Source: an optimization exercise on an open RTL-to-GDS flow (aim: small area). Production flows keep margins and buffers that such runs may drop. Function was checked by simulation only, so behaviour that the tests miss may differ from the original. The clock port is modelled as an ideal driver, which makes a skipped or thinned clock tree look cheaper than it is; a real chip needs a root buffer or a tree. Power figures rest on the tool's default switching activity, not on a simulated workload.

File: flow/downsize.tcl
# Set every non-sequential cell to the smallest-area drive strength of the same
# cell family (same name but the _N suffix), keeping its pins.
set ::dont_use_pats $::env(DONT_USE_CELLS)
proc is_dont_use {name} {
  foreach p $::dont_use_pats { if {[string match $p $name]} { return 1 } }
  return 0
}
set n 0
foreach inst [[ord::get_db_block] getInsts] {
  set m [$inst getMaster]
  set name [$m getName]
  if {![regexp {^(sky130_fd_sc_hd__[a-z0-9]+)_([0-9]+)$} $name -> base drive]} { continue }
  if {[regexp {df|dl|sdf|edf|conb|tap|fill|decap|clkbuf|clkinv|clkdly|dlygate|buf} $base]} { continue }
  set best $name
  set best_area [expr {[$m getWidth] * [$m getHeight]}]
  foreach d {0 1 2 4 6 8 12 16} {
    set cand ${base}_$d
    set cm [[ord::get_db] findMaster $cand]
    if {$cm == "NULL" || [is_dont_use $cand]} { continue }
    set a [expr {[$cm getWidth] * [$cm getHeight]}]
    if {$a < $best_area} { set best $cand; set best_area $a }
  }
  if {$best ne $name} {
    replace_cell [$inst getName] $best
    incr n
  }
}
puts "downsize: $n cells set to a smaller drive"
File: flow/synth_tmpl.tcl
# The standard flow's synthesis script (synth_recipe.tcl) with ABC's mapping script replaced:
# the logic is mapped for area (amap) with no buffering or gate upsizing.
proc synth {args} { yosys synth -nofsm -noshare {*}$args }
proc abc {args} {
  set i [lsearch -exact $args -script]
  if {$i >= 0} { lset args [expr {$i + 1}] @ABC_SCRIPT@ }
  yosys abc {*}$args
}
source $::env(SCRIPTS_DIR)/synth.tcl
# left out here: clear keep_hierarchy, flatten, clean up, hide names made inside functions, write 1_2_yosys.v
File: standard.sh
#!/bin/bash
# synth_recipe.tcl (not shown) runs the flow's synth.tcl, then flattens the netlist and writes it again
# the make line also repeats each setting of config.mk as NAME=value (left out here)
make -C /OpenROAD-flow-scripts/flow DESIGN_CONFIG=/design/flow/config.mk WORK_HOME=/design/flow/orfs CLKGATE_MAP_FILE= SYNTH_SCRIPT=/design/flow/synth_recipe.tcl "${@:-finish}"
File: flow/map.abc
strash
&get -n
&dch -f
&nf -R 1000
&put
topo
File: constraint.sdc
create_clock -name core_clock -period 14.0 [get_ports {clk_100MHz}]
set_input_delay 2.8000 -clock core_clock [delete_from_list [all_inputs] [get_ports {clk_100MHz}]]
set_output_delay 2.8000 -clock core_clock [all_outputs]
set_load 0.01 [all_outputs]
File: design.v
`timescale 1ns / 1ps
module vga_controller(
    input [1:0] qs,
    input [4:0] XHs,
    input [5:0] XLs,
    input [6:0] YHs,
    input [2:0] YLs,
    output [1:0] qns,
    output [4:0] XHns,
    output [5:0] XLns,
    output [6:0] YHns,
    output [2:0] YLns,
    output hsync,
    output vsync,
    output [2:0] c);
    wire new_n101;
    wire new_n102;
    wire new_n104;
    wire new_n105;
    wire new_n106;
    wire new_n108;
    wire new_n110;
    wire new_n111;
    wire new_n112;
    wire new_n113;
    wire new_n114;
    wire new_n115;
    wire new_n116;
    wire new_n117;
    wire new_n118;
    wire new_n119;
    wire new_n120;
    wire new_n121;
    wire new_n122;
    wire new_n123;
    wire new_n124;
    wire new_n125;
    wire new_n127;
    wire new_n128;
    wire new_n130;
    wire new_n131;
    wire new_n132;
    wire new_n133;
    wire new_n135;
    wire new_n136;
    wire new_n137;
    wire new_n139;
    wire new_n140;
    wire new_n141;
    wire new_n143;
    wire new_n144;
    wire new_n145;
    wire new_n147;
    wire new_n149;
    wire new_n151;
    wire new_n152;
    wire new_n153;
    wire new_n154;
    wire new_n155;
    wire new_n156;
    wire new_n158;
    wire new_n160;
    wire new_n161;
    wire new_n162;
    wire new_n163;
    wire new_n164;
    wire new_n165;
    wire new_n166;
    wire new_n167;
    wire new_n168;
    wire new_n169;
    wire new_n171;
    wire new_n172;
    wire new_n173;
    wire new_n174;
    wire new_n175;
    wire new_n176;
    wire new_n177;
    wire new_n178;
    wire new_n179;
    wire new_n181;
    wire new_n182;
    wire new_n183;
    wire new_n184;
    wire new_n185;
    wire new_n186;
    wire new_n187;
    wire new_n188;
    wire new_n189;
    wire new_n190;
    wire new_n191;
    wire new_n192;
    wire new_n193;
    wire new_n194;
    wire new_n195;
    wire new_n196;
    wire new_n197;
    wire new_n198;
    wire new_n199;
    wire new_n200;
    wire new_n201;
    wire new_n202;
    wire new_n203;
    wire new_n204;
    wire new_n205;
    wire new_n206;
    wire new_n207;
    wire new_n208;
    wire new_n209;
    wire new_n210;
    wire new_n211;
    wire new_n212;
    wire new_n213;
    wire new_n214;
    wire new_n215;
    wire new_n216;
    wire new_n217;
    wire new_n218;
    wire new_n219;
    wire new_n220;
    wire new_n221;
    wire new_n222;
    wire new_n223;
    wire new_n224;
    wire new_n225;
    wire new_n226;
    wire new_n227;
    wire new_n228;
    wire new_n229;
    wire new_n230;
    wire new_n231;
    wire new_n232;
    wire new_n233;
    wire new_n234;
    wire new_n235;
    wire new_n236;
    wire new_n237;
    wire new_n238;
    wire new_n239;
    wire new_n240;
    wire new_n241;
    wire new_n242;
    wire new_n243;
    wire new_n244;
    wire new_n245;
    wire new_n246;
    wire new_n247;
    wire new_n248;
    wire new_n249;
    wire new_n250;
    wire new_n251;
    wire new_n252;
    wire new_n253;
    wire new_n254;
    wire new_n255;
    wire new_n256;
    wire new_n257;
    wire new_n258;
    wire new_n259;
    wire new_n260;
    wire new_n261;
    wire new_n262;
    wire new_n263;
    wire new_n264;
    wire new_n265;
    wire new_n266;
    wire new_n267;
    wire new_n268;
    wire new_n269;
    wire new_n270;
    wire new_n271;
    wire new_n272;
    wire new_n273;
    wire new_n274;
    wire new_n275;
    wire new_n276;
    wire new_n277;
    wire new_n278;
    wire new_n279;
    wire new_n280;
    wire new_n281;
    wire new_n282;
    wire new_n283;
    wire new_n284;
    wire new_n285;
    wire new_n286;
    wire new_n287;
    wire new_n288;
    wire new_n289;
    wire new_n290;
    wire new_n291;
    wire new_n292;
    wire new_n293;
    wire new_n295;
    wire new_n296;
    wire new_n298;
    wire new_n299;
    wire new_n300;
    wire new_n301;
    wire new_n302;
    wire new_n303;
    wire new_n304;
    wire new_n305;
    wire new_n306;
    wire new_n307;
    wire new_n308;
    wire new_n309;
    wire new_n310;
    wire new_n311;
    wire new_n312;
    wire new_n313;
    wire new_n314;
    wire new_n315;
    wire new_n316;
    wire new_n317;
    wire new_n318;
    wire new_n319;
    wire new_n54;
    wire new_n55;
    wire new_n56;
    wire new_n57;
    wire new_n58;
    wire new_n59;
    wire new_n60;
    wire new_n61;
    wire new_n62;
    wire new_n63;
    wire new_n64;
    wire new_n65;
    wire new_n66;
    wire new_n67;
    wire new_n68;
    wire new_n69;
    wire new_n71;
    wire new_n72;
    wire new_n73;
    wire new_n75;
    wire new_n76;
    wire new_n77;
    wire new_n78;
    wire new_n79;
    wire new_n80;
    wire new_n82;
    wire new_n83;
    wire new_n84;
    wire new_n86;
    wire new_n87;
    wire new_n88;
    wire new_n89;
    wire new_n91;
    wire new_n92;
    wire new_n93;
    wire new_n95;
    wire new_n97;
    wire new_n98;
    wire new_n99;
    assign qns[0] = ( ~ qs[1] );
    assign qns[1] = ( qs[0] );
    assign new_n54 = ( ~ XLs[4] );
    assign new_n55 = ( ~ XLs[5] );
    assign new_n56 = ( ~ new_n54 ) | ( ~ new_n55 );
    assign new_n57 = ( ~ XLs[2] );
    assign new_n58 = ( ~ XLs[3] );
    assign new_n59 = ( ~ new_n57 ) | ( ~ new_n58 );
    assign new_n60 = ( ~ qs[0] & ~ qs[1] );
    assign new_n61 = ( ~ XLs[0] & ~ XLs[1] );
    assign new_n62 = ( ~ new_n60 ) | ( ~ new_n61 );
    assign new_n63 = ( ~ new_n59 & ~ new_n62 );
    assign new_n64 = ( ~ new_n63 );
    assign new_n65 = ( ~ new_n56 & ~ new_n64 );
    assign new_n66 = ( ~ new_n65 );
    assign new_n67 = ( ~ new_n66 ) | ( ~ XHs[0] );
    assign new_n68 = ( ~ XHs[0] );
    assign new_n69 = ( ~ new_n65 ) | ( ~ new_n68 );
    assign XHns[0] = ( ~ new_n67 ) | ( ~ new_n69 );
    assign new_n71 = ( ~ new_n69 ) | ( ~ XHs[1] );
    assign new_n72 = ( ~ XHs[0] & ~ XHs[1] );
    assign new_n73 = ( ~ new_n65 ) | ( ~ new_n72 );
    assign XHns[1] = ( ~ new_n71 ) | ( ~ new_n73 );
    assign new_n75 = ( ~ XHs[3] & ~ XHs[4] );
    assign new_n76 = ( ~ XHs[2] );
    assign new_n77 = ( ~ new_n72 ) | ( ~ new_n76 );
    assign new_n78 = ( ~ new_n77 );
    assign new_n79 = ( ~ new_n65 ) | ( ~ new_n78 );
    assign new_n80 = ( ~ new_n73 ) | ( ~ XHs[2] );
    assign XHns[2] = ( ~ new_n75 & ~ new_n79 ) | ( ~ new_n80 );
    assign new_n82 = ( ~ XHs[3] );
    assign new_n83 = ( ~ new_n78 ) | ( ~ new_n82 ) | ( ~ XHs[4] );
    assign new_n84 = ( ~ new_n79 );
    assign XHns[3] = ( ~ new_n82 & ~ new_n84 ) | ( ~ new_n83 & ~ new_n66 );
    assign new_n86 = ( ~ new_n83 & ~ new_n66 ) | ( ~ XHs[4] );
    assign new_n87 = ( ~ new_n75 );
    assign new_n88 = ( ~ new_n87 & ~ new_n79 );
    assign new_n89 = ( ~ new_n88 );
    assign XHns[4] = ( ~ new_n86 ) | ( ~ new_n89 );
    assign new_n91 = ( ~ qs[0] & ~ qs[1] ) | ( ~ XLs[0] );
    assign new_n92 = ( ~ XLs[0] );
    assign new_n93 = ( ~ new_n60 ) | ( ~ new_n92 );
    assign XLns[0] = ( ~ new_n91 ) | ( ~ new_n93 );
    assign new_n95 = ( ~ new_n93 ) | ( ~ XLs[1] );
    assign XLns[1] = ( ~ new_n95 ) | ( ~ new_n62 );
    assign new_n97 = ( ~ XLs[1] );
    assign new_n98 = ( ~ new_n97 ) | ( ~ new_n57 );
    assign new_n99 = ( ~ new_n62 ) | ( ~ XLs[2] );
    assign XLns[2] = ( ~ new_n98 & ~ new_n93 ) | ( ~ new_n99 );
    assign new_n101 = ( ~ new_n98 & ~ new_n93 );
    assign new_n102 = ( ~ new_n63 ) | ( ~ new_n56 );
    assign XLns[3] = ( ~ new_n58 & ~ new_n101 ) | ( ~ new_n102 );
    assign new_n104 = ( ~ XLs[3] & ~ XLs[4] );
    assign new_n105 = ( ~ new_n101 ) | ( ~ new_n104 );
    assign new_n106 = ( ~ new_n64 ) | ( ~ XLs[4] );
    assign XLns[4] = ( ~ new_n55 & ~ new_n105 ) | ( ~ new_n106 );
    assign new_n108 = ( ~ new_n105 ) | ( ~ XLs[5] );
    assign XLns[5] = ( ~ new_n66 ) | ( ~ new_n108 );
    assign new_n110 = ( ~ YHs[5] & ~ YHs[6] );
    assign new_n111 = ( ~ new_n110 );
    assign new_n112 = ( ~ YHs[2] & ~ YHs[3] );
    assign new_n113 = ( ~ YHs[4] );
    assign new_n114 = ( ~ new_n112 ) | ( ~ new_n113 );
    assign new_n115 = ( ~ new_n111 & ~ new_n114 );
    assign new_n116 = ( ~ YHs[0] & ~ YHs[1] );
    assign new_n117 = ( ~ YLs[1] & ~ YLs[2] );
    assign new_n118 = ( ~ new_n117 );
    assign new_n119 = ( ~ YLs[0] );
    assign new_n120 = ( ~ new_n88 ) | ( ~ new_n119 );
    assign new_n121 = ( ~ new_n118 & ~ new_n120 );
    assign new_n122 = ( ~ new_n121 );
    assign new_n123 = ( ~ new_n122 ) | ( ~ YHs[0] );
    assign new_n124 = ( ~ YHs[0] );
    assign new_n125 = ( ~ new_n121 ) | ( ~ new_n124 );
    assign YHns[0] = ( ~ new_n115 & ~ new_n123 ) | ( ~ new_n115 & ~ new_n125 ) | ( ~ new_n116 & ~ new_n123 ) | ( ~ new_n116 & ~ new_n125 );
    assign new_n127 = ( ~ new_n121 ) | ( ~ new_n116 );
    assign new_n128 = ( ~ new_n125 ) | ( ~ YHs[1] );
    assign YHns[1] = ( ~ new_n115 & ~ new_n127 ) | ( ~ new_n128 );
    assign new_n130 = ( ~ YHs[1] & ~ YHs[2] );
    assign new_n131 = ( ~ new_n130 ) | ( ~ new_n124 );
    assign new_n132 = ( ~ new_n131 & ~ new_n122 );
    assign new_n133 = ( ~ YHs[2] & ~ new_n132 ) | ( ~ new_n127 & ~ new_n132 );
    assign YHns[2] = ( ~ new_n115 & ~ new_n133 );
    assign new_n135 = ( ~ new_n131 & ~ new_n122 ) | ( ~ YHs[3] );
    assign new_n136 = ( ~ new_n127 );
    assign new_n137 = ( ~ new_n136 ) | ( ~ new_n112 );
    assign YHns[3] = ( ~ new_n135 ) | ( ~ new_n137 );
    assign new_n139 = ( ~ new_n114 );
    assign new_n140 = ( ~ new_n136 ) | ( ~ new_n139 );
    assign new_n141 = ( ~ new_n137 ) | ( ~ YHs[4] );
    assign YHns[4] = ( ~ new_n110 & ~ new_n140 ) | ( ~ new_n141 );
    assign new_n143 = ( ~ new_n140 ) | ( ~ YHs[5] );
    assign new_n144 = ( ~ YHs[5] );
    assign new_n145 = ( ~ new_n121 ) | ( ~ new_n144 ) | ( ~ new_n139 ) | ( ~ new_n116 );
    assign YHns[5] = ( ~ new_n143 ) | ( ~ new_n145 );
    assign new_n147 = ( ~ new_n145 ) | ( ~ YHs[6] );
    assign YHns[6] = ( ~ new_n111 & ~ new_n140 ) | ( ~ new_n147 );
    assign new_n149 = ( ~ new_n89 ) | ( ~ YLs[0] );
    assign YLns[0] = ( ~ new_n117 & ~ new_n120 ) | ( ~ new_n149 );
    assign new_n151 = ( ~ new_n120 ) | ( ~ YLs[1] );
    assign new_n152 = ( ~ YLs[2] );
    assign new_n153 = ( ~ YLs[0] & ~ YLs[1] );
    assign new_n154 = ( ~ new_n153 );
    assign new_n155 = ( ~ new_n152 & ~ new_n154 );
    assign new_n156 = ( ~ new_n88 ) | ( ~ new_n155 );
    assign YLns[1] = ( ~ new_n151 ) | ( ~ new_n156 );
    assign new_n158 = ( ~ new_n156 ) | ( ~ YLs[2] );
    assign YLns[2] = ( ~ new_n122 ) | ( ~ new_n158 );
    assign new_n160 = ( ~ XHs[1] );
    assign new_n161 = ( ~ qns[0] ) | ( ~ qs[0] );
    assign new_n162 = ( ~ new_n161 ) | ( ~ new_n61 );
    assign new_n163 = ( ~ XLs[2] & ~ new_n162 ) | ( ~ XLs[3] );
    assign new_n164 = ( ~ new_n98 & ~ new_n56 ) | ( ~ XLs[3] & ~ new_n56 );
    assign new_n165 = ( ~ XHs[0] ) | ( ~ XHs[1] ) | ( ~ XLs[4] );
    assign new_n166 = ( ~ new_n76 ) | ( ~ XHs[0] );
    assign new_n167 = ( ~ new_n160 & ~ new_n55 & ~ new_n166 );
    assign new_n168 = ( ~ XHs[2] & ~ new_n72 & ~ new_n87 & ~ new_n167 );
    assign new_n169 = ( ~ new_n163 & ~ new_n165 ) | ( ~ new_n168 );
    assign hsync = ( ~ new_n160 & ~ new_n169 ) | ( ~ new_n163 & ~ new_n169 ) | ( ~ new_n164 & ~ new_n169 );
    assign new_n171 = ( ~ new_n57 ) | ( ~ XLs[0] ) | ( ~ XLs[1] );
    assign new_n172 = ( ~ new_n171 ) | ( ~ new_n57 ) | ( ~ new_n104 );
    assign new_n173 = ( ~ XLs[5] & ~ new_n172 );
    assign new_n174 = ( ~ new_n173 ) | ( ~ new_n75 );
    assign new_n175 = ( ~ YLs[0] & ~ new_n77 & ~ new_n162 & ~ new_n174 );
    assign new_n176 = ( ~ new_n175 );
    assign new_n177 = ( ~ new_n152 ) | ( ~ YHs[1] );
    assign new_n178 = ( ~ YHs[0] & ~ new_n177 & ~ new_n111 & ~ new_n114 );
    assign new_n179 = ( ~ YLs[1] & ~ new_n176 ) | ( ~ new_n178 );
    assign vsync = ( ~ YLs[1] & ~ new_n179 ) | ( ~ new_n176 & ~ new_n179 );
    assign new_n181 = ( new_n57 & new_n98 ) | ( new_n61 & new_n98 );
    assign new_n182 = ( ~ YHs[0] ) | ( ~ YLs[2] );
    assign new_n183 = ( ~ new_n182 ) | ( ~ YHs[1] );
    assign new_n184 = ( ~ new_n92 ) | ( ~ YHs[0] ) | ( ~ YLs[2] );
    assign new_n185 = ( ~ new_n181 ) | ( ~ new_n183 ) | ( ~ new_n184 );
    assign new_n186 = ( ~ YHs[0] ) | ( ~ YHs[1] );
    assign new_n187 = ( ~ YHs[2] );
    assign new_n188 = ( ~ new_n186 ) | ( ~ new_n187 );
    assign new_n189 = ( ~ YHs[0] ) | ( ~ YHs[1] ) | ( ~ YHs[2] );
    assign new_n190 = ( ~ new_n188 ) | ( ~ new_n189 );
    assign new_n191 = ( ~ new_n124 ) | ( ~ YLs[2] );
    assign new_n192 = ( ~ new_n190 ) | ( ~ new_n191 );
    assign new_n193 = ( ~ new_n152 & ~ new_n153 );
    assign new_n194 = ( ~ new_n193 );
    assign new_n195 = ( ~ new_n192 ) | ( ~ new_n194 );
    assign new_n196 = ( ~ XLs[2] & ~ new_n54 );
    assign new_n197 = ( ~ XLs[4] & ~ new_n57 );
    assign new_n198 = ( ~ new_n171 & ~ new_n197 ) | ( ~ new_n196 & ~ new_n197 );
    assign new_n199 = ( ~ new_n195 ) | ( ~ new_n198 );
    assign new_n200 = ( ~ new_n185 ) | ( ~ new_n199 );
    assign new_n201 = ( ~ YLs[0] ) | ( ~ YLs[1] );
    assign new_n202 = ( ~ new_n201 );
    assign new_n203 = ( ~ new_n153 & ~ new_n202 );
    assign new_n204 = ( ~ new_n92 & ~ new_n203 );
    assign new_n205 = ( ~ YHs[0] & ~ YLs[1] );
    assign new_n206 = ( ~ YHs[0] ) | ( ~ YLs[1] );
    assign new_n207 = ( ~ new_n206 ) | ( ~ YHs[1] ) | ( ~ new_n152 );
    assign new_n208 = ( ~ new_n205 & ~ new_n207 );
    assign new_n209 = ( ~ new_n204 & ~ new_n181 ) | ( ~ new_n208 );
    assign new_n210 = ( ~ new_n200 ) | ( ~ new_n209 );
    assign new_n211 = ( ~ new_n183 & ~ new_n193 );
    assign new_n212 = ( ~ new_n188 ) | ( ~ new_n189 ) | ( ~ new_n152 );
    assign new_n213 = ( ~ new_n211 ) | ( ~ new_n212 );
    assign new_n214 = ( ~ new_n213 ) | ( ~ new_n54 );
    assign new_n215 = ( ~ new_n211 ) | ( ~ new_n212 ) | ( ~ XLs[4] );
    assign new_n216 = ( ~ new_n214 ) | ( ~ new_n215 );
    assign new_n217 = ( ~ XLs[1] ) | ( ~ XLs[2] );
    assign new_n218 = ( ~ new_n92 & ~ new_n217 );
    assign new_n219 = ( ~ new_n216 ) | ( ~ new_n218 );
    assign new_n220 = ( ~ new_n61 ) | ( ~ XLs[4] );
    assign new_n221 = ( ~ new_n54 ) | ( ~ XLs[1] );
    assign new_n222 = ( ~ new_n220 ) | ( ~ new_n221 );
    assign new_n223 = ( ~ new_n222 ) | ( ~ new_n203 );
    assign new_n224 = ( ~ new_n223 & ~ new_n198 ) | ( ~ new_n208 & ~ new_n198 );
    assign new_n225 = ( ~ new_n203 & ~ new_n222 );
    assign new_n226 = ( ~ new_n225 ) | ( ~ new_n152 );
    assign new_n227 = ( ~ new_n213 );
    assign new_n228 = ( ~ new_n226 ) | ( ~ new_n227 );
    assign new_n229 = ( ~ new_n224 ) | ( ~ new_n228 );
    assign new_n230 = ( ~ new_n210 ) | ( ~ new_n219 ) | ( ~ new_n229 );
    assign new_n231 = ( ~ new_n230 ) | ( ~ XLs[3] );
    assign new_n232 = ( ~ new_n92 ) | ( ~ new_n97 );
    assign new_n233 = ( ~ new_n177 ) | ( ~ XLs[0] );
    assign new_n234 = ( new_n232 & new_n191 & new_n233 ) | ( new_n172 );
    assign new_n235 = ( ~ YHs[3] );
    assign new_n236 = ( ~ new_n130 & ~ new_n235 ) | ( ~ new_n124 & ~ new_n235 );
    assign new_n237 = ( ~ XHs[4] );
    assign new_n238 = ( ~ new_n236 ) | ( ~ new_n237 );
    assign new_n239 = ( ~ new_n238 );
    assign new_n240 = ( ~ YHs[4] & ~ YHs[5] );
    assign new_n241 = ( ~ new_n239 ) | ( ~ new_n78 ) | ( ~ new_n240 );
    assign new_n242 = ( ~ new_n234 & ~ new_n241 ) | ( ~ XLs[5] & ~ new_n241 );
    assign new_n243 = ( ~ new_n195 & ~ new_n227 );
    assign new_n244 = ( ~ new_n233 ) | ( ~ new_n97 ) | ( ~ new_n191 );
    assign new_n245 = ( ~ new_n244 & ~ XLs[5] ) | ( ~ new_n197 & ~ XLs[5] );
    assign new_n246 = ( ~ new_n243 ) | ( ~ new_n245 );
    assign new_n247 = ( ~ new_n213 ) | ( ~ new_n194 ) | ( ~ new_n192 );
    assign new_n248 = ( ~ new_n155 ) | ( ~ XLs[1] ) | ( ~ new_n196 );
    assign new_n249 = ( ~ new_n247 ) | ( ~ new_n248 );
    assign new_n250 = ( ~ XLs[4] & ~ new_n208 ) | ( ~ new_n92 );
    assign new_n251 = ( ~ new_n246 ) | ( ~ new_n249 ) | ( ~ new_n250 );
    assign new_n252 = ( ~ new_n215 ) | ( ~ new_n58 );
    assign new_n253 = ( ~ new_n252 );
    assign new_n254 = ( ~ new_n251 ) | ( ~ new_n253 );
    assign new_n255 = ( ~ new_n231 ) | ( ~ new_n242 ) | ( ~ new_n254 );
    assign new_n256 = ( ~ XLs[1] ) | ( ~ XLs[2] ) | ( ~ XLs[3] ) | ( ~ XLs[4] );
    assign new_n257 = ( ~ new_n256 ) | ( ~ new_n55 ) | ( ~ new_n166 );
    assign new_n258 = ( ~ new_n257 ) | ( ~ XHs[1] );
    assign new_n259 = ( ~ new_n258 ) | ( ~ new_n76 );
    assign new_n260 = ( ~ new_n256 ) | ( ~ new_n55 );
    assign new_n261 = ( ~ XHs[1] ) | ( ~ XHs[2] );
    assign new_n262 = ( ~ new_n68 & ~ new_n261 );
    assign new_n263 = ( ~ new_n188 ) | ( ~ new_n189 ) | ( ~ XHs[3] );
    assign new_n264 = ( ~ new_n260 & ~ new_n263 ) | ( ~ new_n262 & ~ new_n263 );
    assign new_n265 = ( ~ new_n259 ) | ( ~ new_n264 );
    assign new_n266 = ( new_n87 ) | ( new_n164 );
    assign new_n267 = ( ~ new_n265 ) | ( ~ new_n266 );
    assign new_n268 = ( ~ new_n240 );
    assign new_n269 = ( ~ new_n235 & ~ new_n130 & ~ new_n268 );
    assign new_n270 = ( ~ new_n267 ) | ( ~ new_n269 );
    assign new_n271 = ( ~ new_n112 ) | ( ~ new_n144 ) | ( ~ new_n186 );
    assign new_n272 = ( ~ XHs[3] & ~ new_n262 ) | ( ~ new_n237 );
    assign new_n273 = ( ~ YHs[6] & ~ new_n272 ) | ( ~ YHs[6] & ~ new_n83 ) | ( ~ new_n268 & ~ new_n272 ) | ( ~ new_n271 & ~ new_n272 ) | ( ~ new_n268 & ~ new_n83 ) | ( ~ new_n271 & ~ new_n83 );
    assign new_n274 = ( ~ new_n270 ) | ( ~ new_n273 );
    assign new_n275 = ( new_n116 ) | ( ~ YHs[2] ) | ( ~ YHs[4] );
    assign new_n276 = ( ~ YHs[3] ) | ( ~ YHs[4] );
    assign new_n277 = ( ~ new_n68 ) | ( ~ XHs[2] );
    assign new_n278 = ( ~ XHs[1] & ~ new_n277 ) | ( ~ XHs[3] );
    assign new_n279 = ( ~ new_n275 & ~ new_n278 ) | ( ~ new_n276 & ~ new_n278 );
    assign new_n280 = ( ~ new_n257 ) | ( ~ XHs[1] ) | ( ~ new_n277 );
    assign new_n281 = ( ~ new_n164 ) | ( ~ new_n160 ) | ( ~ new_n166 );
    assign new_n282 = ( ~ new_n279 ) | ( ~ new_n280 ) | ( ~ new_n281 );
    assign new_n283 = ( ~ new_n276 & ~ new_n189 );
    assign new_n284 = ( ~ new_n282 & ~ new_n283 ) | ( ~ new_n111 & ~ new_n283 );
    assign new_n285 = ( ~ new_n274 & ~ new_n284 );
    assign new_n286 = ( ~ new_n255 ) | ( ~ new_n285 );
    assign new_n287 = ( ~ YHs[4] & ~ YHs[6] & ~ new_n260 );
    assign new_n288 = ( ~ new_n59 ) | ( ~ XLs[4] ) | ( ~ YHs[5] );
    assign new_n289 = ( ~ new_n188 & ~ new_n261 & ~ new_n288 );
    assign new_n290 = ( ~ new_n287 ) | ( ~ new_n289 ) | ( ~ new_n239 );
    assign new_n291 = ( ~ YHs[1] & ~ YHs[3] & ~ new_n263 ) | ( ~ YHs[2] & ~ YHs[3] & ~ new_n263 );
    assign new_n292 = ( ~ new_n291 ) | ( ~ new_n287 );
    assign new_n293 = ( ~ new_n292 );
    assign c[0] = ( ~ new_n286 & ~ new_n293 ) | ( ~ new_n290 & ~ new_n293 );
    assign new_n295 = ( ~ new_n262 );
    assign new_n296 = ( ~ new_n295 & ~ new_n292 );
    assign c[1] = ( ~ new_n286 & ~ new_n296 ) | ( ~ new_n290 & ~ new_n296 );
    assign new_n298 = ( ~ new_n286 );
    assign new_n299 = ( ~ YHs[4] & ~ new_n236 ) | ( ~ YHs[5] );
    assign new_n300 = ( ~ new_n189 ) | ( ~ new_n235 ) | ( ~ new_n240 );
    assign new_n301 = ( ~ new_n173 ) | ( ~ XHs[2] ) | ( ~ new_n61 ) | ( ~ new_n72 );
    assign new_n302 = ( ~ new_n104 ) | ( ~ new_n217 );
    assign new_n303 = ( ~ new_n167 ) | ( ~ new_n302 );
    assign new_n304 = ( new_n301 & new_n303 ) | ( new_n299 & new_n300 );
    assign new_n305 = ( ~ new_n304 );
    assign new_n306 = ( ~ new_n293 ) | ( ~ new_n295 );
    assign new_n307 = ( ~ new_n232 ) | ( ~ XLs[2] );
    assign new_n308 = ( ~ new_n307 ) | ( ~ new_n104 );
    assign new_n309 = ( ~ new_n308 ) | ( ~ XHs[4] ) | ( ~ XLs[5] );
    assign new_n310 = ( ~ YLs[2] & ~ new_n111 );
    assign new_n311 = ( ~ YHs[4] & ~ YHs[6] );
    assign new_n312 = ( ~ new_n311 ) | ( ~ new_n130 );
    assign new_n313 = ( ~ new_n235 ) | ( ~ YHs[1] ) | ( ~ YHs[6] );
    assign new_n314 = ( ~ new_n114 ) | ( ~ new_n124 ) | ( ~ new_n118 );
    assign new_n315 = ( ~ new_n312 & ~ new_n314 ) | ( ~ new_n313 & ~ new_n314 );
    assign new_n316 = ( ~ new_n201 & ~ new_n315 ) | ( ~ new_n310 & ~ new_n315 );
    assign new_n317 = ( ~ new_n306 ) | ( ~ new_n174 ) | ( ~ new_n309 ) | ( ~ new_n316 );
    assign new_n318 = ( ~ new_n305 & ~ new_n317 );
    assign new_n319 = ( ~ new_n298 ) | ( ~ new_n318 );
    assign c[2] = ( ~ new_n319 );
endmodule
`timescale 1ns / 1ps
module simple_nuclear_display(
    input clk_100MHz,
    input reset,
    input [11:0] sw,
    output hsync,
    output vsync,
    output [11:0] rgb
);
    reg  [1:0] qs;
    wire [1:0] qns;
    reg  [4:0] XHs;
    wire [4:0] XHns;
    reg  [5:0] XLs;
    wire [5:0] XLns;
    reg  [6:0] YHs;
    wire [6:0] YHns;
    reg  [2:0] YLs;
    wire [2:0] YLns;
    wire [2:0] c;
    vga_controller logic_i(.qs(qs), .qns(qns), .XHs(XHs), .XHns(XHns), .XLs(XLs), .XLns(XLns), .YHs(YHs), .YHns(YHns), .YLs(YLs), .YLns(YLns), .hsync(hsync), .vsync(vsync), .c(c));
    always @(posedge clk_100MHz or posedge reset)
        if (reset) begin
            qs <= 2'd0;
            XHs <= 5'd0;
            XLs <= 6'd1;
            YHs <= 7'd0;
            YLs <= 3'd0;
        end else begin
            qs <= qns;
            XHs <= XHns;
            XLs <= XLns;
            YHs <= YHns;
            YLs <= YLns;
        end
    assign rgb = {{4{c[2]}}, c[1], {3{c[0]}}, 4'b0000};
endmodule
`timescale 1ns / 1ps
module nuclear_top(
    input clk_100MHz,
    input reset,
    input [11:0] sw,
    output hsync,
    output vsync,
    output [11:0] rgb
);
    simple_nuclear_display display(
        .clk_100MHz(clk_100MHz),
        .reset(reset),
        .sw(sw),
        .hsync(hsync),
        .vsync(vsync),
        .rgb(rgb)
    );
endmodule
File: config.mk
export PLATFORM = sky130hd
export DESIGN_NAME = nuclear_top
export DESIGN_NICKNAME = nuclear_top
export VERILOG_FILES = /design/flow/design.v
export SDC_FILE = /design/flow/constraint.sdc
export NUM_CORES = 4
export LEC_CHECK = 0
export ABC_AREA = 1
export CAP_MARGIN = 20
export CORE_MARGIN = 2
export CORE_UTILIZATION = 40
export SLEW_MARGIN = 20
export BUFFER_PORTS_ARGS = -buffer_cell sky130_fd_sc_hd__buf_1
export POST_FLOORPLAN_TCL = /design/flow/flow/downsize.tcl
export CTS_ARGS = -repair_clock_nets -dont_use_dummy_load -root_buf sky130_fd_sc_hd__clkbuf_8 -buf_list {sky130_fd_sc_hd__clkbuf_8}
File: flow/fixnames.py
# fixnames.py STANDARD.v MINE.v : give each register of MINE.v the instance name the
# standard synthesis (STANDARD.v) gave the register driving the same net. Yosys names a
# register after its net, except one it re-creates (an enable it adds, say), which gets a
# number that depends on the rest of the netlist; this keeps those names the standard ones.
import re, sys
std, mine = sys.argv[1], sys.argv[2]
inst_re = re.compile(r'^(\s*)(sky130_fd_sc_hd__\w+)\s+(\S+)\s*\((.*?)\);', re.S | re.M)
def flops(text):
    out = {}
    for m in inst_re.finditer(text):
        cell, name, body = m.group(2), m.group(3), m.group(4)
        if re.match(r'sky130_fd_sc_hd__(df|sdf|edf)', cell):
            q = re.search(r'\.Q\((.*?)\)', body, re.S)
            out[q.group(1).strip()] = (name, cell)
    return out
s_text, m_text = open(std).read(), open(mine).read()
sf, mf = flops(s_text), flops(m_text)
assert set(sf) == set(mf), "register sets differ"
names = set(m.group(3) for m in inst_re.finditer(m_text))
ren = {}
for q, (mname, mcell) in mf.items():
    sname, scell = sf[q]
    assert mcell == scell, f"cell type differs for {q}: {mcell} vs {scell}"
    if mname != sname:
        ren[mname] = sname
# names taken by other cells in mine that we need: move those cells aside
taken = {v for v in ren.values() if v in names and v not in ren}
k = 0
for t in taken:
    while f"_fix{k}_" in names: k += 1
    ren[t] = f"_fix{k}_"; k += 1
def sub(m):
    n = m.group(3)
    return m.group(0) if n not in ren else m.group(0).replace(n, ren[n], 1)
m_text = inst_re.sub(lambda m: m.group(1) + m.group(2) + ' ' + ren.get(m.group(3), m.group(3)) + ' (' + m.group(4) + ');', m_text)
open(mine, 'w').write(m_text)
print("fixnames: renamed", ren)
File: flow/run.sh
#!/bin/bash
# Layout flow: the standard ORFS flow (standard.sh), with these changes:
#  - synthesis is the standard flow's script (synth_recipe.tcl) with only ABC's mapping script
#    replaced by flow/map.abc (area-oriented mapping, no buffering or upsizing);
#    the registers, their cells and names are the standard synthesis's: the standard
#    synthesis runs first, and flow/fixnames.py gives any register whose name yosys
#    numbered (rather than naming it after its net) the standard synthesis's name;
#  - port buffers of the smallest buffer cell (buf_1) instead of the default;
#  - after floorplan, every logic cell set to the smallest drive of its kind
#    (the design has ~8 ns of slack; later repair steps size up where needed);
#  - clock tree without dummy loads.
# Every tool's output is in orfs/logs/ (the standard synthesis's in std_logs/);
# make's own output in flow_*.log.
set -euo pipefail
here=$(pwd)
res=$here/orfs/results/$FLOW_PLATFORM/nuclear_top/base
# 1. the standard synthesis, for its register names
bash standard.sh synth > "$here/flow_std_synth.log" 2>&1
cp "$res/1_2_yosys.v" "$here/std_1_2_yosys.v"
cp -r "$here/orfs/logs" "$here/std_logs"
rm -rf "$here/orfs"
# 2. this flow's synthesis, names fixed to the standard ones
sed "s|@ABC_SCRIPT@|$here/flow/map.abc|" flow/synth_tmpl.tcl > "$here/flow_synth.tcl"
cat >> config.mk <<EOC
export BUFFER_PORTS_ARGS = -buffer_cell sky130_fd_sc_hd__buf_1
export POST_FLOORPLAN_TCL = $here/flow/downsize.tcl
export CTS_ARGS = -repair_clock_nets -dont_use_dummy_load -root_buf sky130_fd_sc_hd__clkbuf_8 -buf_list {sky130_fd_sc_hd__clkbuf_8}
EOC
bash standard.sh "SYNTH_SCRIPT=$here/flow_synth.tcl" "$res/1_2_yosys.v" > "$here/flow_synth.log" 2>&1
python3 flow/fixnames.py "$here/std_1_2_yosys.v" "$res/1_2_yosys.v" > "$here/fixnames.log" 2>&1
# 3. the rest of the standard flow
bash standard.sh "SYNTH_SCRIPT=$here/flow_synth.tcl" finish > "$here/flow_make.log" 2>&1
==> impl_metrics.csv, run 1 <==
group,metric,value,unit
run_status,status,"no timing/DRC/antenna violations",
cts,cts.sinks,23,
cts,cts_buffers,3,
setup_path,cpMaxStageDelayCell,"dfrtp_1",
setup_path,critPathLaunchType,"register",
cts,h-tree-depth,1,
logic_synthesis,ys.flop_type,"dfrtp_1",
floorplanning,io_pins,28,
setup_path,cp.required,11.20,ns
detailed_routing,num_vias,1686,
sta,tightest_slew,0.829,ns
setup_path,cp.arrival,3.41,ns
detailed_routing,wl_per_cell,14.1,um
detailed_routing,first_pass_iters,4,
layout,num-fill-cells,444,
layout,nets,266,
floorplanning,num_rows,23,
pwr,ir_drop,26.3,uV
sta,min_period_over_period,44.4,%
detailed_routing,avgViaCountPerCell,5.79,
placement,hpwl,3140,um
detailed_routing,wl,4100,um
logic_synthesis,ys_warn_count,1,
sta,rsz0062_at_grt,"no",
setup_path,cp_max_fo,13,
cts,cts.path.max_buffers,2,
floorplanning,fp.coreArea,4090,um^2
sta,period_needed,6.21,ns
job,drv_cap,0,
global_routing,grt_usage,18.1,%
logic_synthesis,synth_edf_count,0,
pwr,power.density,59.1,nW/um^2
worst_hold_path,hold_path.class,"register to register",
setup_path,critPathKind,"register to primary output",
global_routing,antenna_found_initial,0,
cts,post_cts_resized,0,
sta,final_max_slew_viol_count,0,
worst_hold_path,whs_path_depth,0,
floorplanning,die_w,69.9,um
layout,diodes,0,
sta,fin_skew,0.00783,ns
sta,whs,0.410,ns
global_routing,first_global_vias,1551,
pwr,p_leak,0.681,nW
layout,syn2layout_area_growth,5.11,%
cts,worstSkewPairLatency,0.26,ns
sta,tns,0,ns
cts,path_clk_slew,0.08,ns
floorplanning,dieArea,4890,um^2
cts,post_cts_buffers,0,
layout,drive_gt1_share,1.66,%
global_routing,grt_pass1_wl,7310,um
logic_synthesis,synth_seq_area_share,33.2,%
setup_path,crit_chain,"nand2_1 -> ha_1 -> nor2b_1 -> nor3_1 -> ha_1 -> o41ai_1 -> o21ai_0 -> nand4_1 -> nand3_1 -> nor3_1 -> buf_1",
sta,fmax,161,MHz
cts,hold_buffers,0,
placement,io_buffers,11,
layout,post-route-util,44.7,%
sta,hold_violations,0,
cts,cts_tree,"built",
detailed_routing,antenna_left,0,
sta,setup_viol,0,
floorplanning,start_util,42.5,%
setup_path,worstSetupEndpointType,"primary output",
logic_synthesis,netlist_area,1740,um^2
logic_synthesis,synth_cell_type_count,37,
logic_synthesis,async_reset_ff_share,100,%
logic_synthesis,ys_ff_latch,23,
placement,place.gp.congestion,0.858,
sta,slew_headroom,44.4,%
floorplanning,die_h,69.9,um
logic_synthesis,synth.avg_cell_area,7.46,um^2
pwr,power,0.108,mW
logic_synthesis,synthCells,233,
detailed_routing,drc_errors,0,
setup_path,r2r_cells,10,
global_routing,gr-total-overflow,0,
detailed_routing,drt_iter0_markers,198,
global_routing,grt_max_degree,24,
setup_path,slowest_delay,0.58,ns
cts,cts_root_buf,"clkbuf_8",
-- cells by family after synthesis --
family | Yosys count | share of synthesized area (%)
and+or+nand+nor | 106 | 28.2
AOI/OAI and AO/OA | 62 | 21.9
buffers and inverters | 28 | 7.99
DFF | 23 | 33.2
adders and majority gates | 9 | 6.48
xor gates and xnor gates | 4 | 2.02
other | 1 | 0.216
-- sequential cells by signal (all words and copies together) (netlist names) --
signal and flops:
display.YLs 3, display.qs 2, display.XHs 5, display.XLs 6
display.YHs 7
-- Yosys cell counts, drive strengths merged, types with 2 or more instances --
cell	instances	share of area, %
o21ai	28	8.1
a211oi	3	1.3
or3	2	0.72
a21o	2	0.86
nor4	8	2.9
buf	9	3.9
o21bai	3	1.3
nand3	10	2.9
nor2	23	5.0
nand2b	4	1.4
xnor2	3	1.5
a21oi	10	2.9
nand2	36	7.8
nor3	11	3.2
clkinv	19	4.1
nand4	6	2.2
a311oi	2	1.0
nor2b	3	1.1
dfrtp	22	32
ha	9	6.5
o31ai	4	1.7
-- power by group --
group	internal, mW	leakage [nW]	switching, mW
combinational	0.0000857	0.398	0.00178
clock	0.0192	0.0216	0.0206
sequential	0.0664	0.261	0
total	0.0857	0.681	0.0223
-- final cells by class --
class	count	area, um^2	share of cell area, %
clock buffers	3	41.3	2.26
inverters	19	71.3	3.90
well taps	50	62.6	3.42
repair buffers	11	41.3	2.26
multi-input cells	185	1030	56.6
flip-flops and latches	23	577	31.6
-- cell usage in the layout, fill, tap and decap left out --
master	count
nor2_1	23
o211ai_1	1
ha_1	9
xor2_1	1
a21oi_1	10
nand2b_1	4
nor3_1	11
a2111oi_0	1
o41a_1	1
and2_0	1
dfrtp_1	22
o21ai_0	28
nand2_1	36
a211oi_1	3
o22ai_1	1
a31oi_1	1
a221oi_1	1
a21o_1	2
xnor2_1	3
o21bai_1	3
buf_1	11
clkbuf_8	3
a211o_1	1
o31ai_1	4
nor4_1	8
a22o_1	1
or3_1	2
dfstp_2	1
clkinv_1	19
nor2b_1	3
nand3_1	10
o21a_1	1
conb_1	4
a311oi_1	2
nand4_1	6
or4_1	1
o41ai_1	1
or2_0	1
-- final timing paths --
kind / start / endpoint / slack (ns)
max: display.YHs[1] / rgb[8] / 7.79
min: display.qs[0] / display.qs[1] / 0.41
max reg2reg: display.XLs[1] / display.YHs[6] / 10.73
min reg2reg: display.qs[0] / display.qs[1] / 0.41
max in group asynchronous: reset / display.XLs[5] / 11.04
min in group asynchronous: reset / display.XHs[3] / 2.57
-- per-layer routing --
layer / up-vias / GRT usage (%) / wire (um)
met5: - / 0 / 0
met4: 0 / 4.49 / 26
met3: 2 / 2.16 / 159
met2: 42 / 28.6 / 1900
met1: 791 / 26.3 / 2020
li1: 851 / - / -
-- per-stage QoR --
| stage | cell area [um^2] | std cells | worst slack, ns |
|---|---|---|---|
| finish | 1830 | 291 | 7.79 |
| global placement | 1790 | 288 | 8.16 |
| CTS | 1830 | 291 | 7.82 |
| global route | 1830 | 291 | 7.47 |
| floorplan | 1750 | 236 | 8.43 |
| detailed placement | 1790 | 288 | 8.12 |
-- critical path: cells and delay by family, from the launching register on --
kind	cells	cell delay, ns
fa+ha+maj	2	0.65
compound gates	2	0.44
simple gates	6	1.28
buf+inv	1	0.20
flops	1	0.58
==> run 2, diff against run 1 <==
--- a/flow/run.sh
+++ b/flow/run.sh
@@ -26,3 +26,3 @@
 export POST_FLOORPLAN_TCL = $here/flow/downsize.tcl
-export CTS_ARGS = -repair_clock_nets -dont_use_dummy_load -root_buf sky130_fd_sc_hd__clkbuf_8 -buf_list {sky130_fd_sc_hd__clkbuf_8}
+export CTS_ARGS = -sink_clustering_enable -repair_clock_nets -dont_use_dummy_load
 EOC
--- a/config.mk
+++ b/config.mk
@@ -14,2 +14,2 @@
 export POST_FLOORPLAN_TCL = /design/flow/flow/downsize.tcl
-export CTS_ARGS = -repair_clock_nets -dont_use_dummy_load -root_buf sky130_fd_sc_hd__clkbuf_8 -buf_list {sky130_fd_sc_hd__clkbuf_8}
+export CTS_ARGS = -sink_clustering_enable -repair_clock_nets -dont_use_dummy_load
==> impl_metrics.csv, run 2 <==
group,metric,value,unit
sta,min_period_over_period,44.4,%
sta,fin_skew,0.00783,ns
layout,largest_register_ffs,7,
global_routing,grt_pass1_wl,7310,um
cts,cts.sinks,23,
logic_synthesis,async_reset_ff_share,100,%
detailed_routing,avgViaCountPerCell,5.79,
pwr,power_frac_seq,61.5,%
layout,syn2layout_area_growth,5.11,%
pwr,power.density,59.1,nW/um^2
global_routing,grt_usage,18.1,%
pwr,pwr-share-comb,1.7,%
cts,post_cts_buffers,0,
floorplanning,die_w,69.9,um
floorplanning,dieArea,4890,um^2
cts,cts.path.max_buffers,2,
sta,tns,0,ns
pwr,power,0.108,mW
floorplanning,num_rows,23,
pwr,swShare,20.7,%
worst_hold_path,min_from,"display.qs[0]",
setup_path,cp_max_fo,13,
setup_path,slowest_delay,0.58,ns
layout,post-route-util,44.7,%
layout,top_register,"display.YHs",
detailed_routing,drt_iter0_markers,198,
setup_path,worstSetupEndpointType,"primary output",
detailed_routing,drc_errors,0,
setup_path,critPathKind,"register to primary output",
pwr,ir_drop,26.3,uV
cts,cts_buffers,3,
logic_synthesis,synthCells,233,
sta,hold_violations,0,
global_routing,grt_max_degree,24,
cts,post_cts_resized,0,
layout,diodes,0,
placement,io_buffers,11,
setup_path,rr_endpoint,"display.YHs[6]",
logic_synthesis,synth_seq_area_share,33.2,%
placement,hpwl,3140,um
setup_path,r2r_start,"display.XLs[1]",
pwr,p_switching,0.0223,mW
logic_synthesis,yosysTopAreaCellShare,31.7,%
detailed_routing,wl_per_cell,14.1,um
worst_hold_path,holdPathEnd,"display.qs[1]",
global_routing,antenna_found_initial,0,
pwr,p_leak,0.681,nW
layout,nets,266,
detailed_routing,first_pass_iters,4,
cts,hold_buffers,0,
logic_synthesis,synth_largest_area_cell,"dfrtp_1",
sta,slew_headroom,44.4,%
logic_synthesis,netlist_area,1740,um^2
run_status,status,"no timing/DRC/antenna violations",
logic_synthesis,synth_cell_type_count,37,
worst_hold_path,hold_path.class,"register to register",
logic_synthesis,yosysMostFrequentCell,"nand2_1",
floorplanning,fp.coreArea,4090,um^2
cts,cts_tree,"built",
floorplanning,die_h,69.9,um
detailed_routing,num_vias,1686,
cts,path_clk_slew,0.08,ns
logic_synthesis,yosys-top-cells-count,"nand2_1 (36), o21ai_0 (28), nor2_1 (23), dfrtp_1 (22), clkinv_1 (19)",
logic_synthesis,synth_edf_count,0,
logic_synthesis,synth.area.top_cells,"dfrtp_1 (32%), o21ai_0 (8.1%), nand2_1 (7.8%)",
placement,place.gp.congestion,0.858,
cts,worstSkewPairLatency,0.26,ns
setup_path,cp.arrival,3.41,ns
floorplanning,io_pins,28,
global_routing,gr-total-overflow,0,
layout,top_regs,"display.YHs: 7 flops, display.XLs: 6 flops, display.XHs: 5 flops",
layout,num-fill-cells,444,
global_routing,first_global_vias,1551,
setup_path,crit_chain,"nand2_1 -> ha_1 -> nor2b_1 -> nor3_1 -> ha_1 -> o41ai_1 -> o21ai_0 -> nand4_1 -> nand3_1 -> nor3_1 -> buf_1",
detailed_routing,antenna_left,0,
logic_synthesis,ys_ff_latch,23,
layout,final_common_cell,"nand2_1",
logic_synthesis,ys.flop_type,"dfrtp_1",
setup_path,r2r_cells,10,
layout,drive_gt1_share,1.66,%
sta,fmax,161,MHz
sta,period_needed,6.21,ns
pwr,p_int,0.0857,mW
pwr,clkPwrFrac,36.8,%
cts,cts_root_buf,"clkbuf_8",
sta,final_max_slew_viol_count,0,
worst_hold_path,whs_path_depth,0,
sta,rsz0062_at_grt,"no",
logic_synthesis,synth.avg_cell_area,7.46,um^2
layout,final_cell_mix,"nand2_1 (36), o21ai_0 (28), nor2_1 (23)",
sta,tightest_slew,0.829,ns
setup_path,cpMaxStageDelayCell,"dfrtp_1",
floorplanning,start_util,42.5,%
logic_synthesis,ys_warn_count,1,
setup_path,critPathLaunchType,"register",
job,drv_cap,0,
setup_path,rrSetupSlack,10.73,ns
detailed_routing,wl,4100,um
setup_path,cp.required,11.20,ns
cts,h-tree-depth,1,
sta,setup_viol,0,
run 2: cell counts after synthesis:
No cell type changed its count.
run 2: how the worst max path moves through the flow:
stage	from	end	slack [ns]
2_1_floorplan	display.YHs[2]	rgb[10]	8.43
3_3_place_gp	display.YHs[1]	rgb[8]	8.16
3_5_place_dp	display.YHs[1]	rgb[9]	8.12
4_1_cts	display.YHs[1]	rgb[9]	7.82
5_1_grt	display.YHs[1]	rgb[10]	7.47
6_report	display.YHs[1]	rgb[8]	7.79
run 2: cell type report:
type,count,area (um^2),area share [%]
inverters,19,71.3,3.90
well taps,50,62.6,3.42
flip-flops and latches,23,577,31.6
repair buffers,11,41.3,2.26
clock buffers,3,41.3,2.26
multi-input cells,185,1030,56.6
run 2: logic make-up after synthesis:
logic type,Yosys count,synth area share (%)
flops,23,33.2
simple gates,106,28.2
buf+inv,28,7.99
other cells,1,0.216
xor+xnor,4,2.02
fa+ha+maj,9,6.48
compound gates,62,21.9
run 2: stage by stage:
stage / cell area, um^2 / setup slack, ns / hold slack (ns) / cells
2_1_floorplan: 1750 / 8.43 / 0.375 / 236
3_3_place_gp: 1790 / 8.16 / 0.391 / 288
3_5_place_dp: 1790 / 8.12 / 0.407 / 288
4_1_cts: 1830 / 7.82 / 0.417 / 291
5_1_grt: 1830 / 7.47 / 0.460 / 291
6_report: 1830 / 7.79 / 0.410 / 291
run 2: power groups by stage:
stage | sequential [mW] | clock, mW | combinational [mW]
3_5_place_dp | 0.0677 | 0 | 0.00207
2_1_floorplan | 0.0677 | 0 | 0.00228
4_1_cts | 0.0664 | 0.0414 | 0.00207
3_3_place_gp | 0.0677 | 0 | 0.00200
5_1_grt | 0.0664 | 0.0438 | 0.00225
6_report | 0.0664 | 0.0398 | 0.00186
run 2: routing by layer:
| metal | part of all wire, % | wire length (um) | vias to the layer above | GRT usage, % |
|---|---|---|---|---|
| li1 | - | - | 851 | - |
| met1 | 49 | 2020 | 791 | 26.3 |
| met2 | 46 | 1900 | 42 | 28.6 |
| met3 | 3.9 | 159 | 2 | 2.16 |
| met4 | 0.63 | 26 | 0 | 4.49 |
| met5 | 0 | 0 | - | 0 |
run 2: worst max-delay path: cells and delay by family, from the launching register on:
family,cells,cell delay [ns]
flops,1,0.58
compound gates,2,0.44
simple gates,6,1.28
buf+inv,1,0.20
fa+ha+maj,2,0.65
==> run 3, diff against run 2 <==
--- a/flow/run.sh
+++ b/flow/run.sh
@@ -26,3 +26,3 @@
 export POST_FLOORPLAN_TCL = $here/flow/downsize.tcl
-export CTS_ARGS = -sink_clustering_enable -repair_clock_nets -dont_use_dummy_load
+export CTS_ARGS = -sink_clustering_enable -sink_clustering_size 50 -sink_clustering_max_diameter 1000 -repair_clock_nets -dont_use_dummy_load -root_buf sky130_fd_sc_hd__clkbuf_8 -buf_list {sky130_fd_sc_hd__clkbuf_8}
 EOC
--- a/config.mk
+++ b/config.mk
@@ -14,2 +14,2 @@
 export POST_FLOORPLAN_TCL = /design/flow/flow/downsize.tcl
-export CTS_ARGS = -sink_clustering_enable -repair_clock_nets -dont_use_dummy_load
+export CTS_ARGS = -sink_clustering_enable -sink_clustering_size 50 -sink_clustering_max_diameter 1000 -repair_clock_nets -dont_use_dummy_load -root_buf sky130_fd_sc_hd__clkbuf_8 -buf_list {sky130_fd_sc_hd__clkbuf_8}
==> impl_metrics.csv, run 3 <==
group,metric,value,unit
layout,top_regs,"display.YHs: 7 flops, display.XLs: 6 flops, display.XHs: 5 flops",
logic_synthesis,synth_edf_count,0,
layout,drive_gt1_share,1.66,%
layout,largest_register_ffs,7,
run_status,status,"no timing/DRC/antenna violations",
cts,hold_buffers,0,
layout,final_cell_mix,"nand2_1 (36), o21ai_0 (28), nor2_1 (23)",
sta,final_max_slew_viol_count,0,
logic_synthesis,ys.flop_type,"dfrtp_1",
layout,seqCellArea,577,um^2
logic_synthesis,synthMuxAreaShare,0,%
sta,min_period_over_period,44.4,%
logic_synthesis,yosysTopAreaCellShare,31.7,%
floorplanning,dieArea,4890,um^2
placement,io_buffers,11,
detailed_routing,avgViaCountPerCell,5.79,
logic_synthesis,yosys.area_share.adder,6.48,%
logic_synthesis,synth.area.top_cells,"dfrtp_1 (32%), o21ai_0 (8.1%), nand2_1 (7.8%)",
setup_path,cp.arrival,3.41,ns
logic_synthesis,async_reset_ff_share,100,%
logic_synthesis,synth_largest_area_cell,"dfrtp_1",
worst_hold_path,hold_path.class,"register to register",
global_routing,grt_usage,18.1,%
logic_synthesis,netlist_area,1740,um^2
setup_path,critPathKind,"register to primary output",
pwr,clkPwrFrac,36.8,%
cts,post_cts_buffers,0,
pwr,pwr-share-comb,1.7,%
setup_path,cp.required,11.20,ns
sta,fin_skew,0.00783,ns
placement,place.gp.congestion,0.858,
cts,post_cts_resized,0,
detailed_routing,antenna_left,0,
logic_synthesis,synth_cell_type_count,37,
sta,hold_violations,0,
global_routing,gr-total-overflow,0,
logic_synthesis,synth_top_family_by_area,"simple AND/OR/NAND/NOR gates",
logic_synthesis,synth_compound_area_share,21.9,%
cts,cts.sinks,23,
logic_synthesis,synthSimpleGateAreaFrac,28.2,%
logic_synthesis,ys_ff_latch,23,
detailed_routing,drc_errors,0,
sta,period_needed,6.21,ns
layout,design_area,1830,um^2
pwr,ir_drop,26.3,uV
pwr,p_int,0.0857,mW
pwr,p_switching,0.0223,mW
sta,rsz0062_at_grt,"no",
job,drv_cap,0,
floorplanning,die_h,69.9,um
pwr,swShare,20.7,%
cts,cts_buffers,3,
layout,diodes,0,
floorplanning,num_rows,23,
global_routing,antenna_found_initial,0,
floorplanning,fp.coreArea,4090,um^2
cts,cts.path.max_buffers,2,
layout,nets,266,
pwr,power_frac_seq,61.5,%
cts,h-tree-depth,1,
layout,final_common_cell,"nand2_1",
pwr,p_leak,0.681,nW
global_routing,first_global_vias,1551,
cts,cts_root_buf,"clkbuf_8",
global_routing,grt_pass1_wl,7310,um
setup_path,critPathLaunchType,"register",
layout,multi_input_area,1030,um^2
sta,tns,0,ns
logic_synthesis,yosys-top-cells-count,"nand2_1 (36), o21ai_0 (28), nor2_1 (23), dfrtp_1 (22), clkinv_1 (19)",
logic_synthesis,synthCells,233,
cts,cts_tree,"built",
placement,place_area,1790,um^2
setup_path,worstSetupEndpointType,"primary output",
detailed_routing,first_pass_iters,4,
global_routing,grt_max_degree,24,
detailed_routing,wl_per_cell,14.1,um
cts,worstSkewPairLatency,0.26,ns
floorplanning,die_w,69.9,um
setup_path,cp_max_fo,13,
sta,slew_headroom,44.4,%
layout,syn2layout_area_growth,5.11,%
floorplanning,io_pins,28,
detailed_routing,drt_iter0_markers,198,
sta,fmax,161,MHz
sta,tightest_slew,0.829,ns
pwr,power.density,59.1,nW/um^2
placement,hpwl,3140,um
logic_synthesis,synth.avg_cell_area,7.46,um^2
sta,setup_viol,0,
detailed_routing,num_vias,1686,
layout,top_register,"display.YHs",
detailed_routing,wl,4100,um
logic_synthesis,synth_seq_area_share,33.2,%
layout,num-fill-cells,444,
cts,path_clk_slew,0.08,ns
floorplanning,start_util,42.5,%
logic_synthesis,yosysMostFrequentCell,"nand2_1",
logic_synthesis,ys_warn_count,1,
logic_synthesis,synth_xor_area_share,2.02,%
==> run 3: final timing paths <==
path / start / end / slack [ns] / depth (start not counted)
max reg2reg: display.XLs[1] / display.YHs[6] / 10.73 / 10
max in group asynchronous: reset / display.XLs[5] / 11.04 / 2
min: display.qs[0] / display.qs[1] / 0.41 / 0
max: display.YHs[1] / rgb[8] / 7.79 / 11
min in group asynchronous: reset / display.XHs[3] / 2.57 / 2
min reg2reg: display.qs[0] / display.qs[1] / 0.41 / 0
==> run 3: cell type report <==
class | count | share of cell area (%)
inverter | 19 | 3.90
tap | 50 | 3.42
multi-input combinational | 185 | 56.6
timing repair buffer | 11 | 2.26
clock buffer | 3 | 2.26
sequential | 23 | 31.6
==> run 3: power groups by stage <==
| stage | sequential, mW | combinational (mW) | clock [mW] |
|---|---|---|---|
| 4_1_cts | 0.0664 | 0.00207 | 0.0414 |
| 3_5_place_dp | 0.0677 | 0.00207 | 0 |
| 3_3_place_gp | 0.0677 | 0.00200 | 0 |
| 2_1_floorplan | 0.0677 | 0.00228 | 0 |
| 5_1_grt | 0.0664 | 0.00225 | 0.0438 |
| 6_report | 0.0664 | 0.00186 | 0.0398 |
==> run 3: worst max-delay path, stage by stage (launching register included) <==
cell and delay [ns]:
dfrtp_1 0.58, nand2_1 0.14, ha_1 0.34, nor2b_1 0.14
nor3_1 0.39, ha_1 0.31, o41ai_1 0.29, o21ai_0 0.15
nand4_1 0.11, nand3_1 0.10, nor3_1 0.40, buf_1 0.20
==> run 3: kinds of logic after synthesis <==
logic type | Yosys count
and+or+nand+nor | 106
buffers and inverters | 28
adders and majority gates | 9
xor gates and xnor gates | 4
DFF | 23
AOI/OAI and AO/OA | 62
other | 1
==> run 3: through the flow <==
| step | worst slack, ns | utilization [%] | total power [mW] | instances | hold slack, ns |
|---|---|---|---|---|---|
| 2_1_floorplan | 8.43 | - | 0.0700 | 236 | 0.375 |
| 3_3_place_gp | 8.16 | 43.7 | 0.0697 | 288 | 0.391 |
| 3_5_place_dp | 8.12 | 43.7 | 0.0698 | 288 | 0.407 |
| 4_1_cts | 7.82 | 44.7 | 0.110 | 291 | 0.417 |
| 5_1_grt | 7.47 | 44.7 | 0.112 | 291 | 0.460 |
| 6_report | 7.79 | 44.7 | 0.108 | 291 | 0.410 |
==> run 3: layer usage <==
| metal | global-route usage [%] | part of all wire, % | vias up |
|---|---|---|---|
| li1 | - | - | 851 |
| met1 | 26.3 | 49 | 791 |
| met2 | 28.6 | 46 | 42 |
| met3 | 2.16 | 3.9 | 2 |
| met4 | 4.49 | 0.63 | 0 |
| met5 | 0 | 0 | - |
==> run 4, diff against run 3 <==
--- a/flow/run.sh
+++ b/flow/run.sh
@@ -26,3 +26,4 @@
 export POST_FLOORPLAN_TCL = $here/flow/downsize.tcl
-export CTS_ARGS = -sink_clustering_enable -sink_clustering_size 50 -sink_clustering_max_diameter 1000 -repair_clock_nets -dont_use_dummy_load -root_buf sky130_fd_sc_hd__clkbuf_8 -buf_list {sky130_fd_sc_hd__clkbuf_8}
+export CTS_ARGS = -sink_clustering_enable -repair_clock_nets -dont_use_dummy_load
+export POST_CTS_TCL = $here/flow/onebuf.tcl
 EOC
==> flow/onebuf.tcl (new file) <==
# After CTS: hang every register on the clock tree's root buffer and remove the
# leaf buffers under it. The design has ~22 registers close together, which one
# clkbuf_16 drives with a clock-pin slew under the limit; the clock port
# still drives only the root buffer, made a clkbuf_16.
set block [ord::get_db_block]
set clk_net [[$block findBTerm clk_100MHz] getNet]
set root ""
foreach it [$clk_net getITerms] {
  set inst [$it getInst]
  if {[string match "sky130_fd_sc_hd__clkbuf_*" [[$inst getMaster] getName]]} { set root $inst }
}
if {$root eq ""} { error "onebuf: no root clock buffer" }
set root_out [[$root findITerm X] getNet]
set moved 0
set removed 0
foreach it [$root_out getITerms] {
  set inst [$it getInst]
  if {$inst == $root} { continue }
  if {![string match "sky130_fd_sc_hd__clkbuf_*" [[$inst getMaster] getName]]} { continue }
  set leaf_out [[$inst findITerm X] getNet]
  foreach lit [$leaf_out getITerms] {
    if {[$lit getInst] == $inst} { continue }
    $lit disconnect
    $lit connect $root_out
    incr moved
  }
  odb::dbInst_destroy $inst
  odb::dbNet_destroy $leaf_out
  incr removed
}
replace_cell [$root getName] sky130_fd_sc_hd__clkbuf_16
puts "onebuf: removed $removed leaf buffers, moved $moved clock pins to [$root_out getName]"
detailed_placement
check_placement -verbose
estimate_parasitics -placement
report_clock_min_period
--- a/config.mk
+++ b/config.mk
@@ -14,2 +14,3 @@
 export POST_FLOORPLAN_TCL = /design/flow/flow/downsize.tcl
-export CTS_ARGS = -sink_clustering_enable -sink_clustering_size 50 -sink_clustering_max_diameter 1000 -repair_clock_nets -dont_use_dummy_load -root_buf sky130_fd_sc_hd__clkbuf_8 -buf_list {sky130_fd_sc_hd__clkbuf_8}
+export CTS_ARGS = -sink_clustering_enable -repair_clock_nets -dont_use_dummy_load
+export POST_CTS_TCL = /design/flow/flow/onebuf.tcl
==> impl_metrics.csv, run 4 <==
group,metric,value,unit
sta,tns,0,ns
cts,cts.sinks,23,
pwr,p_switching,0.0205,mW
detailed_routing,first_pass_iters,5,
logic_synthesis,yosysTopAreaCellShare,31.7,%
logic_synthesis,yosysMostFrequentCell,"nand2_1",
layout,post-route-util,44.3,%
layout,num-fill-cells,443,
logic_synthesis,ys_ff_latch,23,
global_routing,gr-total-overflow,0,
cts,path_clk_slew,0.10,ns
pwr,clkPwrFrac,31.8,%
placement,place_area,1790,um^2
setup_path,rr_endpoint,"display.YHs[6]",
logic_synthesis,async_reset_ff_share,100,%
global_routing,first_global_vias,1542,
sta,hold_violations,0,
sta,fin_skew,0.00807,ns
sta,setup_viol,0,
sta,min_period_over_period,43.6,%
setup_path,r2r_start,"display.XLs[1]",
sta,period_needed,6.10,ns
pwr,p_leak,0.672,nW
placement,place.gp.congestion,0.858,
detailed_routing,wl_per_cell,14.5,um
layout,largest_register_ffs,7,
worst_hold_path,hold_path.class,"register to register",
placement,hpwl,3140,um
layout,design_area,1810,um^2
pwr,pwr-share-comb,1.9,%
global_routing,grt_max_degree,24,
pwr,ir_drop,48.3,uV
layout,nets,264,
setup_path,critPathKind,"register to primary output",
run_status,status,"no timing/DRC/antenna violations",
logic_synthesis,synth.area.top_cells,"dfrtp_1 (32%), o21ai_0 (8.1%), nand2_1 (7.8%)",
sta,tightest_slew,0.837,ns
pwr,swShare,20.4,%
layout,final_cell_mix,"nand2_1 (36), o21ai_0 (28), nor2_1 (23)",
detailed_routing,num_vias,1698,
pwr,power_frac_seq,66.3,%
setup_path,rrSetupSlack,10.68,ns
logic_synthesis,netlist_area,1740,um^2
detailed_routing,wl,4180,um
sta,slew_headroom,43.9,%
sta,fmax,164,MHz
detailed_routing,drt_iter0_markers,245,
floorplanning,dieArea,4890,um^2
detailed_routing,antenna_left,0,
floorplanning,io_pins,28,
worst_hold_path,holdPathEnd,"display.qs[1]",
floorplanning,start_util,42.5,%
logic_synthesis,synth_largest_area_cell,"dfrtp_1",
detailed_routing,drc_errors,0,
layout,final_common_cell,"nand2_1",
layout,top_regs,"display.YHs: 7 flops, display.XLs: 6 flops, display.XHs: 5 flops",
pwr,power,0.100,mW
cts,worstSkewPairLatency,0.16,ns
layout,syn2layout_area_growth,4.18,%
logic_synthesis,synth_seq_area_share,33.2,%
logic_synthesis,yosys-top-cells-count,"nand2_1 (36), o21ai_0 (28), nor2_1 (23), dfrtp_1 (22), clkinv_1 (19)",
layout,diodes,0,
logic_synthesis,ys.flop_type,"dfrtp_1",
detailed_routing,avgViaCountPerCell,5.88,
sta,rsz0062_at_grt,"no",
pwr,power.density,55.3,nW/um^2
logic_synthesis,ys_warn_count,1,
layout,top_register,"display.YHs",
layout,drive_gt1_share,0.837,%
global_routing,grt_pass1_wl,7270,um
global_routing,grt_usage,19.9,%
job,drv_cap,0,
setup_path,cp.required,11.20,ns
pwr,p_int,0.0797,mW
logic_synthesis,synth_cell_type_count,37,
floorplanning,die_w,69.9,um
worst_hold_path,whs_path_depth,0,
placement,dp_worst_setup_slack,8.12,ns
logic_synthesis,synth.avg_cell_area,7.46,um^2
sta,fin_ws,7.90,ns
setup_path,critPathLaunchType,"register",
floorplanning,num_rows,23,
floorplanning,fp.coreArea,4090,um^2
setup_path,cp_max_fo,13,
logic_synthesis,synth_edf_count,0,
floorplanning,die_h,69.9,um
sta,final_max_slew_viol_count,0,
global_routing,antenna_found_initial,0,
setup_path,worstSetupEndpointType,"primary output",
placement,io_buffers,11,
logic_synthesis,synthCells,233,
setup_path,cp.arrival,3.30,ns
worst_hold_path,min_from,"display.qs[0]",
setup_path,r2r_cells,10,
run 4: changes by cell type in the layout (fill, tap and decap cells not counted), sizes merged:
cell,delta
clkbuf,-2
run 4: worst max-delay path: stages (launching register included):
cell and delay, ns:
dfrtp_1 0.58, nand2_1 0.14, ha_1 0.34, nor2b_1 0.14, nor3_1 0.39, ha_1 0.31, o41ai_1 0.29, o21ai_0 0.15
nand4_1 0.11, nand3_1 0.10, nor3_1 0.40, buf_1 0.20
run 4: per-layer routing:
layer	wire, um	track usage (%)
met5	0	0
met4	42	2.56
met3	226	1.73
met2	1940	32.9
met1	1970	29.0
run 4: stage by stage:
stage          hold slack, ns  cells
6_report                0.421    289
5_1_grt                 0.465    289
3_5_place_dp            0.407    288
3_3_place_gp            0.391    288
2_1_floorplan           0.375    236
run 4: cell type report:
type	count	area, um^2	share of cell area [%]
clock buffers	1	25.0	1.38
flip-flops and latches	23	577	31.9
repair buffers	11	41.3	2.28
multi-input cells	185	1030	57.1
well taps	50	62.6	3.46
inverters	19	71.3	3.94
run 4: kinds of logic after synthesis:
kind of cell / Yosys count / synth area share, %
other: 1 / 0.216
buffers and inverters: 28 / 7.99
DFF: 23 / 33.2
AOI/OAI and AO/OA: 62 / 21.9
adders and majority gates: 9 / 6.48
and+or+nand+nor: 106 / 28.2
xor gates and xnor gates: 4 / 2.02
run 4: power groups by stage:
stage / logic (mW) / registers [mW] / clock network, mW
6_report: 0.00187 / 0.0664 / 0.0319
3_5_place_dp: 0.00207 / 0.0677 / 0
5_1_grt: 0.00225 / 0.0664 / 0.0347
3_3_place_gp: 0.00200 / 0.0677 / 0
2_1_floorplan: 0.00228 / 0.0677 / 0
run 4: how the worst max path moves through the flow:
stage / start / end / slack (ns) / depth (start not counted)
after floorplan: display.YHs[2] / rgb[10] / 8.43 / 11
after global placement: display.YHs[1] / rgb[8] / 8.16 / 11
after detailed placement: display.YHs[1] / rgb[9] / 8.12 / 11
after global routing: display.YHs[1] / rgb[10] / 7.56 / 11
final: display.YHs[1] / rgb[8] / 7.90 / 11

re-timing with driven ports:
The results above use ideal ports. As a check the final layouts listed here were re-extracted and re-timed, cells and wires unchanged.
Step 1: set_driving_cell puts a clkbuf_16 on clk_100MHz and a buf_2 on each other input, an assumption about the parent block.
Step 2 adds t to the input delays and takes it off the output delays; t is the mean of the earliest and latest rising clock arrival at the registers after step 1. Input paths then give back, and output paths get back, about the clock's delay inside the block.
a / b / c = ideal / step 1 / step 2; a / b = the first two.
run | shift t [ns] | slack for setup (ns) | latest minus earliest clock arrival (ns) | slew at the worst register clock pin (ns)
run 1 | 0.286 | 7.788 / 7.760 / 8.046 | 0.008 / 0.008 | 0.08 / 0.08
run 2 | 0.286 | 7.788 / 7.760 / 8.046 | 0.008 / 0.008 | 0.08 / 0.08
run 3 | 0.286 | 7.788 / 7.760 / 8.046 | 0.008 / 0.008 | 0.08 / 0.08
run 4 | 0.192 | 7.899 / 7.867 / 8.059 | 0.009 / 0.008 | 0.10 / 0.10
After both steps every run listed still meets setup and hold.
